What follows belongs to an exercise in optimizing a design on an open flow for small area; a production flow would make more cautious choices. Function was checked by simulation only, so behaviour that the tests miss may differ from the original. Power figures rest on the tool's default switching activity, not on a simulated workload.

==> flow/design.v, too long to show whole: its modules and the start of the top module <==
// module alu_exec_top: 62 lines
// module ALUSourceSelect: 29 lines
// module ALU: 983 lines
module alu_exec_top (
    input  logic        clk,
    input  logic        rst,             
    input  logic [31:0] immediate,
    input  logic [31:0] operandA,
    input  logic [31:0] operandB,
    input  logic [1:0]  sourceSelect,
    input  logic [1:0]  aluControl,
    output logic [31:0] result,
    output logic [1:0]  compareResult,
    output logic        overflow
);
  // ...
==> flow/run.sh <==
#!/bin/bash
# synth_recipe.tcl (not shown) runs the flow's synth.tcl, then flattens the netlist and writes it again
# the make line also repeats each setting of config.mk as NAME=value (left out here)
make -C /OpenROAD-flow-scripts/flow DESIGN_CONFIG=/design/flow/config.mk WORK_HOME=/design/flow/orfs CLKGATE_MAP_FILE= SYNTH_SCRIPT=/design/flow/synth_recipe.tcl finish
==> flow/config.mk <==
export PLATFORM = sky130hd
export DESIGN_NAME = alu_exec_top
export DESIGN_NICKNAME = alu_exec_top
export VERILOG_FILES = /design/flow/design.v
export SDC_FILE = /design/flow/constraint.sdc
export NUM_CORES = 4
export LEC_CHECK = 0
export CAP_MARGIN = 20
export CORE_MARGIN = 2
export CORE_UTILIZATION = 40
export SLEW_MARGIN = 20
==> flow/constraint.sdc <==
create_clock -name core_clock -period 9.0 [get_ports {clk}]
set_input_delay 1.8000 -clock core_clock [delete_from_list [all_inputs] [get_ports {clk}]]
set_output_delay 1.8000 -clock core_clock [all_outputs]
set_load 0.01 [all_outputs]
==> summary.md, run 1 <==
| Metric | Value |
|---|---|
| Worst Tran Pin Value | slightly above 800 ps |
| Multi-input gate share of total cell area | between 60% and 70% |
| Relative slew slack | about 45% |
| Synth Area in Adders | between 20 and 30% |
| Compound-gate portion of the synthesized area | between 10 and 15% |
| Net count after synthesis | between 2000 and 2500 |
| Placed Area | roughly 0.021 mm^2 |
| # DRC | 0 |
| Final Util | between 50% and 60% |
| Fin. Hold Viols | 0 |
| Multi-input combinational cell area | 0.0133 mm^2 |
| Status | finished clean |
| Inverters, non-clock | between 200 and 300 |
| Wire per inst | 23.7 um |
| Total power | 3.38 mW |
| Iteration-0 DRC Markers | between 1500 and 2000 |
| Switching part of the total power | a little over two fifths |
| Non-clock buffering overhead | ~18% |
| CP Max Fanout | 8 |
| R2R setup slack | between 150 and 200 ps |
| Delay-heaviest family, CP | adder cells |
| Clk slew on worst S/H paths | approximately 70 ps |
| WHS Path Cells | 2 |
| I/O pin count | 137 |
| # H-tree levels | 4 |
| YS warnings | 2 |
| RSZ-0062 raised after global routing | yes |
| FF/Latch Area | 0.00271 mm^2 |
| Yosys cell types | 65 |
| Hold-fix buffers, CTS | 0 |
| Seq. pwr | approximately 0.73 mW |
| Initial antenna violation count | 1 |
| Max cap viols | 0 |
| Post-Syn Area per Cell | 8.87 um^2 |
| VDD IR max | approximately 110 uV |
==> run 2, diff against run 1 <==
==> flow/config.mk (replaced) <==
export PLATFORM = sky130hd
export DESIGN_NAME = alu_exec_top
export DESIGN_NICKNAME = alu_exec_top
export VERILOG_FILES = /design/flow/design.v
export SDC_FILE = /design/flow/constraint.sdc
export NUM_CORES = 4
export LEC_CHECK = 0
export ABC_AREA = 1
export CAP_MARGIN = 0
export CORE_MARGIN = 2
export CORE_UTILIZATION = 65
export SLEW_MARGIN = 0
==> summary.md, run 2 <==
| Metric | Value |
|---|---|
| YS warnings | 2 (unchanged) |
| Power per cell area | around 150 mW/mm^2 |
| Endpoint type of the worst setup path | register |
| # H-tree levels | 4 (unchanged) |
| Skew final | 18.4 ps |
| Number of setup buffers added after CTS | 0 |
| R2R setup slack | 500 ps (+330 ps) |
| Fin. Hold Viols | 0 (unchanged) |
| Worst skew pair latency | around 440 ps |
| Drt first pass iters | 8 |
| Final Cycle Share | approximately 94% |
| Count leader, synth | inv_1 |
| Net count after synthesis | 2708 (+19%) |
| Worst path arrival time | around 8800 ps |
| Max cap viols | 1 (+1) |
| Clk slew on worst S/H paths | 80 ps (about the same) |
| Port buffer count | 136 |
| Synthesized instance count | ~2400 |
| Fail Reasons | capacitance limit |
| Delay-heaviest family, CP | adder cells |
| Detail Route Antenna Nets | 0 |
| Reg2Reg Capture Point | compareResult[1]$_SDFFE_PP0N_ |
| Share of cells above drive strength 1 | about 6.3% |
| Critical path startpoint category | register |
| Relative slew slack | -1.04% (-46 points) |
| Post-Syn Area per Cell | 7.43 um^2 (-16%) |
| Cell with the largest stage delay on the worst path | o21ai_0 |
| Commonest cells post-synth | 507 x inv_1, 351 x nand2_1, 228 x fa_1, 222 x xor2_1, 221 x nor2_1 |
| Area growth syn-to-layout | 12.9% |
| Final hold slack | roughly 460 ps |
| Min Tclk post-route | 8500 ps |
| Hold Path Sink | overflow$_SDFFE_PP0P_ |
| Combinational cell fraction of total power | approximately 52% |
| Iteration-0 DRC Markers | 2072 (+31%) |
| Area leader, netlist | fa_1 |
| Register area share after synthesis | between 10% and 20% |
| Hpwl dp | 45400 um |
| Worst path bufs/invs | 4 |
| Req. time, crit path | just over 9000 ps |
| Timing-limited maximum frequency | between 0.1 and 0.15 GHz |
| Sw Pwr | 1.38 mW |
| Setup_tns | 0 ps |
| CTS root buffer | clkbuf_16 |
| Vias in the first global route | ~16000 |
| Die Wd | between 150 and 200 um |
| Global-route usage over all layers | a little over two fifths |
| Initial core utilization | around 66% |
| Status | failed layout checks |
| Non-Filler Instances | 2798 |
| CP Class | reg2reg |
| Synthesized flop and latch total | ~140 |
| Total power | 3.05 mW (-9.6%) |
| Wire per inst | 21.4 um (-9.5%) |
| RR Startpoint | sel_q[1]$_SDFF_PP0_ |
| Post-synth EDFFs | 0 |
| Hold path start | overflow$_SDFFE_PP0P_ |
| RSZ-0062 raised after global routing | no |
| Worst Tran Pin Value | 1500 ps (+693 ps) |
| R2R depth | 34 |
| CP startpoint | sel_q[1]$_SDFF_PP0_ |
| I/O pin count | 137 (unchanged) |
| Switching part of the total power | 45.2% (+2.6 points) |
| CP most frequent cell | a21oi_1 |
| Vias per std cell | roughly 5.9 |
| Longest Clk Path Bufs | 2 |
| Final RePlAce weighted congestion | about 1.1 |
| Slew Viols, Final | 1 |
| Main synth FF type | dfxtp_1 |
| Post-synthesis async set-or-reset flop share | 0% |
| Inst Count DP | about 2800 |
| Synth top area cells | fa_1 26%, dfxtp_1 15%, xor2_1 11% |
| WHS Path Cells | 2 (unchanged) |
| Die height | approximately 170 um |
| Clk network pwr share | about 24% |
| Final setup vio count | 0 |
| Yosys cell types | 41 (-37%) |
| FP Rows | 60 |
| Commonest cells after routing, fill and taps aside | 507 x inv_1, 351 x nand2_1, 228 x fa_1 |
| Die area | ~0.028 mm^2 |
| Yosys top cell area share | between 20% and 30% |
| CTS tree | done |
| CP Max Fanout | 46 (+38) |
| Slowest stage delay, CP | about 860 ps |
| CTS Buf Count | 17 |
| Global route total overflow | 0 |
| Via count | around 17000 |
| Leakage Power | approximately 9.5 nW |
| WL final | around 60000 um |
| # DRC | 0 (unchanged) |
| First-pass GRT wire length | a little over 90000 um |
| Filler cell count | roughly 2000 |
| Initial antenna violation count | 1 (unchanged) |
| Commonest non-fill, non-tap cell in the layout | inv_1 |
| Largest net degree at the start of global routing | 97 |
| Nets | 2791 |
| Core area | 0.0267 mm^2 |
| Clock sink total | 135 |
| Sequential share of power | between 20% and 30% |
| VDD IR max | 131 uV (+22%) |
| Netlist Area Pre-Place | roughly 0.018 mm^2 |
| N_diodes | 0 |
| P_int | approximately 1.7 mW |
| HP Class | reg2reg |
-- run 2: changes by cell type after synthesis, moves of 24 or more --
cell	before	now
nand2_1	73	351
inv_1	254	507
nor2_1	91	221
nor2b_1	108	0
xnor2_1	129	42
mux2i_1	86	0
xor2_1	136	222
a21oi_1	80	22
nand3_1	11	45
mux2_2	32	0
o21ai_0	47	74
o22ai_1	208	182
o221ai_1	4	28
-- run 2: tightest hold or removal path: cells and delay by family (launching register included) --
family,cells,cell delay (ps)
AO/OA/AOI/OAI,1,50
flip-flops,1,320
AND/OR/NAND/NOR,1,50
-- run 2: worst max path at each step --
stage	endpoint	slack, ps	cells past startpoint
after global placement	compareResult[1]$_SDFFE_PP0N_	1040	41
final	compareResult[1]$_SDFFE_PP0N_	500	34
after detailed placement	compareResult[1]$_SDFFE_PP0N_	750	41
after floorplan	compareResult[1]$_SDFFE_PP0N_	1790	40
after CTS	compareResult[1]$_SDFFE_PP0N_	740	41
after global routing	compareResult[1]$_SDFFE_PP0N_	20	38
-- run 2: logic make-up after synthesis --
| group | count (synthesis) | share of synthesized area [%] |
|---|---|---|
| buffers and inverters | 668 | 14.8 |
| AND/OR/NAND/NOR | 684 | 16.3 |
| adder cells (fa/ha/maj) | 245 | 27.2 |
| flip-flops | 135 | 15.4 |
| AO/OA/AOI/OAI | 365 | 13.1 |
| XOR/XNOR | 264 | 13.2 |
-- run 2: layout make-up --
| class | instances | area [um^2] | area share [%] |
|---|---|---|---|
| Clock buffer | 17 | 425 | 2.15 |
| Multi-Input combinational cell | 1558 | 12300 | 61.8 |
| Clock inverter | 15 | 184 | 0.928 |
| Timing Repair Buffer | 194 | 1790 | 9.06 |
| Inverter | 538 | 2020 | 10.2 |
| Tap cell | 341 | 427 | 2.15 |
| Sequential cell | 135 | 2710 | 13.7 |
-- run 2: power by group through the flow --
stage	clock network [mW]	logic (mW)	registers [mW]
5_1_grt	0.760	1.72	0.726
4_1_cts	0.739	1.56	0.717
3_5_place_dp	0	1.55	0.731
3_3_place_gp	0	1.50	0.727
6_report	0.739	1.60	0.717
2_1_floorplan	0	0.931	0.750
-- run 2: per-layer routing --
metal / global-route usage, % / wire [um]
met1: 53.7 / 21900
met2: 66.6 / 26000
met3: 11.3 / 7620
met4: 25.3 / 4460
met5: 0 / 13
-- run 2: metrics by stage --
stage / cell area, um^2 / util [%] / worst slack, ps
6_report: 19800 / 74.1 / 496
5_1_grt: 19800 / 74.1 / 19.3
4_1_cts: 19800 / 74.1 / 738
3_5_place_dp: 19200 / 71.8 / 752
3_3_place_gp: 19200 / 71.8 / 1040
2_1_floorplan: 17500 / - / 1790
-- run 2: timing repair --
action                     in CTS  in global routing
gates resized for setup         0                  2
setup endpoints to repair       0                  1
hold buffers                    0                  0
==> run 3, diff against run 2 <==
==> flow/flow/run.sh (new file) <==
#!/bin/bash
# Own layout flow: the standard ORFS flow (standard.sh) with two changes:
#  - Yosys's synth runs without its quick "abc -fast" pre-mapping (SYNTH_ARGS=-noabc),
#    so the full adders that extract_fa finds keep the polarity the RTL gives them and
#    need no inverters between them (the final ABC mapping still runs as usual);
#  - ports are buffered with sky130_fd_sc_hd__buf_1 instead of the delay buffer
#    buffer_ports picks by default.
# Each step's full output goes to a log file in the folder this runs in.
set -euo pipefail
bash standard.sh SYNTH_ARGS=-noabc "BUFFER_PORTS_ARGS=-buffer_cell sky130_fd_sc_hd__buf_1" finish > flow_make.log 2>&1
==> flow/standard.sh (new file) <==
#!/bin/bash
# synth_recipe.tcl (not shown) runs the flow's synth.tcl, then flattens the netlist and writes it again
# the make line also repeats each setting of config.mk as NAME=value (left out here)
make -C /OpenROAD-flow-scripts/flow DESIGN_CONFIG=/design/flow/config.mk WORK_HOME=/design/flow/orfs CLKGATE_MAP_FILE= SYNTH_SCRIPT=/design/flow/synth_recipe.tcl "${@:-finish}"
--- a/flow/config.mk
+++ b/flow/config.mk
@@ -5,7 +5,6 @@
 export SDC_FILE = /design/flow/constraint.sdc
 export NUM_CORES = 4
 export LEC_CHECK = 0
-export ABC_AREA = 1
 export CAP_MARGIN = 0
 export CORE_MARGIN = 2
 export CORE_UTILIZATION = 65
removed: flow/run.sh
==> summary.md, run 3 <==
| Metric | Value |
|---|---|
| First-pass GRT wire length | 83600 um (-9.2%) |
| Req. time, crit path | 9350 ps (+40 ps) |
| WL final | 55100 um (-8.2%) |
| Post-synth EDFFs | 0 (unchanged) |
| Core area | 0.0243 mm^2 (-9.0%) |
| Final setup vio count | 0 (unchanged) |
| Initial antenna violation count | 0 (-1) |
| CTS tree | done |
| YS warnings | 2 (unchanged) |
| Netlist Area Pre-Place | 0.0161 mm^2 (-8.4%) |
| Slowest stage delay, CP | 520 ps (-340 ps) |
| Count leader, synth | xnor2_1 |
| Worst Tran Pin Value | 1150 ps (-346 ps) |
| Power per cell area | 168 mW/mm^2 (+8.8%) |
| Clk slew on worst S/H paths | 70 ps (about the same) |
| Status | finished clean |
| Area growth syn-to-layout | 14.5% |
| Post-synthesis async set-or-reset flop share | 0% (unchanged) |
| Synthesized flop and latch total | 135 (unchanged) |
| Placed Area | 0.0175 mm^2 (-8.8%) |
| Commonest cells post-synth | 230 x xnor2_1, 228 x fa_1, 215 x o22ai_1, 135 x dfxtp_1, 113 x nor2b_1 |
| Critical path startpoint category | register |
| Hpwl dp | 42500 um (-6.4%) |
| Hold-fix buffers, CTS | 0 (unchanged) |
| Min Tclk post-route | 8720 ps (+216 ps) |
| Port buffer count | 136 (unchanged) |
| Commonest cells after routing, fill and taps aside | 228 x xnor2_1, 221 x fa_1, 214 x o22ai_1 |
| Post-Syn Area per Cell | 9.74 um^2 (+31%) |
| FP Rows | 57 (-5.0%) |
| # DRC | 0 (unchanged) |
| Via count | 14200 (-14%) |
| Vias in the first global route | 14200 (-14%) |
| Die height | 161 um (-4.2%) |
| Largest net degree at the start of global routing | 76 (-22%) |
| Detail Route Antenna Nets | 0 (unchanged) |
| Iteration-0 DRC Markers | 1974 (-4.7%) |
| Wire per inst | 25.7 um (+20%) |
| Global route total overflow | 0 (unchanged) |
| Area leader, netlist | fa_1 |
| Finished Cell Area | 0.0184 mm^2 (-7.1%) |
| N_diodes | 0 (unchanged) |
| Final RePlAce weighted congestion | 1.01 (-3.9%) |
| Clock sink total | 135 (unchanged) |
| Drt first pass iters | 9 (+1) |
| CP most frequent cell | fa_1 |
| HP Class | reg2reg |
| Leakage Power | 7.26 nW (-24%) |
| Filler cell count | 1812 (-11%) |
| Skew final | 15.0 ps (-3.40 ps) |
| CP Max Fanout | 24 (-48%) |
| Synthesized instance count | 1650 (-30%) |
| Global-route usage over all layers | 42.8% (about the same) |
| Final hold slack | 485 ps (+26.7 ps) |
| CTS root buffer | clkbuf_16 |
| Slew Viols, Final | 0 (-1) |
| Worst path arrival time | 9070 ps (+250 ps) |
| Timing-limited maximum frequency | 0.115 GHz (-2.5%) |
| Die area | 0.0260 mm^2 (-8.2%) |
| Commonest non-fill, non-tap cell in the layout | xnor2_1 |
| CP Class | reg2reg |
| Cell with the largest stage delay on the worst path | fa_1 |
| Nets | 2153 (-23%) |
| Endpoint type of the worst setup path | register |
| Initial core utilization | 66.1% (+0.44 points) |
| Yosys top cell area share | 28.4% (+2.4 points) |
| Longest Clk Path Bufs | 2 (unchanged) |
| Fin. Hold Viols | 0 (unchanged) |
| I/O pin count | 137 (unchanged) |
| Final Cycle Share | 96.9% (+2.4 points) |
| Max cap viols | 0 (-1) |
| CTS Buf Count | 17 (unchanged) |
| # H-tree levels | 4 (unchanged) |
| Register area share after synthesis | 16.8% (+1.4 points) |
| Synth top area cells | fa_1 28%, dfxtp_1 17%, xnor2_1 13% |
| Main synth FF type | dfxtp_1 |
| Share of cells above drive strength 1 | 15.1% (+8.8 points) |
| VDD IR max | 182 uV (+39%) |
| Die Wd | 161 um (-4.2%) |
| Net count after synthesis | 1997 (-26%) |
| Relative slew slack | 23.1% (+24 points) |
| Worst skew pair latency | 430 ps (about the same) |
| Yosys cell types | 67 (+63%) |
| Vias per std cell | 6.63 (+12%) |
[run 3: critical path: cells and delay by family (launching register included)]
family,cells,cell delay [ps]
and+or+nand+nor,5,690
xor gates and xnor gates,7,1310
AOI/OAI and AO/OA,9,1800
buffers and inverters,3,600
muxes,1,410
DFF,1,410
adders and majority gates,8,3390
[run 3: per-stage QoR]
stage	utilization, %	power, mW	std cells	TNS (ps)	setup WS, ps
6_report	75.7	3.09	2143	0	280
5_1_grt	75.7	3.24	2143	-147	-93.5
4_1_cts	74.7	3.04	2137	0	66.0
3_5_place_dp	72.0	2.33	2105	-166	-101
3_3_place_gp	72.0	2.29	2105	0	33.4
2_1_floorplan	-	1.77	1650	0	15.5
[run 3: path summary, 6_finish.rpt]
kind | start | slack, ps | depth (start not counted) | end
max | sel_q[0]$_SDFF_PP0_ | 280 | 33 | overflow$_SDFFE_PP0P_
min reg2reg | compareResult[1]$_SDFFE_PP0N_ | 480 | 2 | compareResult[1]$_SDFFE_PP0N_
min | compareResult[1]$_SDFFE_PP0N_ | 480 | 2 | compareResult[1]$_SDFFE_PP0N_
max reg2reg | sel_q[0]$_SDFF_PP0_ | 280 | 33 | overflow$_SDFFE_PP0P_
[run 3: area by class of cell]
| class | count | area (um^2) | area share (%) |
|---|---|---|---|
| Tap cell | 324 | 405 | 2.20 |
| Clock inverter | 15 | 199 | 1.08 |
| Sequential cell | 135 | 2710 | 14.7 |
| Timing Repair Buffer | 278 | 1690 | 9.18 |
| Multi-Input combinational cell | 1360 | 12900 | 70.2 |
| Inverter | 14 | 52.6 | 0.286 |
| Clock buffer | 17 | 425 | 2.31 |
[run 3: power by group]
part	internal, mW	switching (mW)
combinational	0.687	0.967
clock	0.380	0.326
sequential	0.679	0.0494
[run 3: per-layer routing]
metal	share of wire [%]	global-route usage, %	up-vias
li1	-	-	6051
met1	37	54.1	6811
met2	45	68.3	1083
met3	12	11.4	255
met4	6.2	21.1	0
met5	0	0	-
[run 3: cells by family (layout without fill, tap and decap cells)]
logic type,count (synthesis),count (layout),synth area share (%)
xor gates and xnor gates,271,271,15.0
and+or+nand+nor,327,327,10.3
muxes,128,128,8.75
adders and majority gates,246,246,29.8
DFF,135,135,16.8
AOI/OAI and AO/OA,388,388,15.3
buffers and inverters,155,324,4.04
[run 3: what timing repair did]
item | 4_1_cts | 5_1_grt
resized for setup | 5 | 50
buffers inserted | 0 | 6
pin swaps | 2 | 11
setup endpoints to repair | 2 | 4

port drivers added, routing unchanged:
Ports are ideal in the flow. The routed layouts listed here were re-timed in OpenROAD.
Step 1 (the two cells are an assumption about what drives the block):
set clk [get_ports {clk}]
set_driving_cell -lib_cell sky130_fd_sc_hd__clkbuf_16 $clk
set_driving_cell -lib_cell sky130_fd_sc_hd__buf_2 [delete_from_list [all_inputs] $clk]
Step 2 times the ports against the registers' clock, not the clock port: input delays grow and output delays shrink by t, the midpoint of the rising clock arrivals with the driver on.
Three values: ideal, step 1, step 2; two values: the first two.
| run | t, ns | slack for setup (ns) | worst setup path at the end | slew at the worst register clock pin (ns) | pins driven straight from the clock port |
|---|---|---|---|---|---|
| run 1 | 0.512 | 0.171 / 0.171 / 0.171 | register to register | 0.08 / 0.08 | 1 |
| run 2 | 0.482 | 0.496 / 0.496 / 0.496 | register to register | 0.08 / 0.08 | 1 |
| run 3 | 0.470 | 0.280 / 0.280 / 0.280 | register to register | 0.07 / 0.07 | 1 |
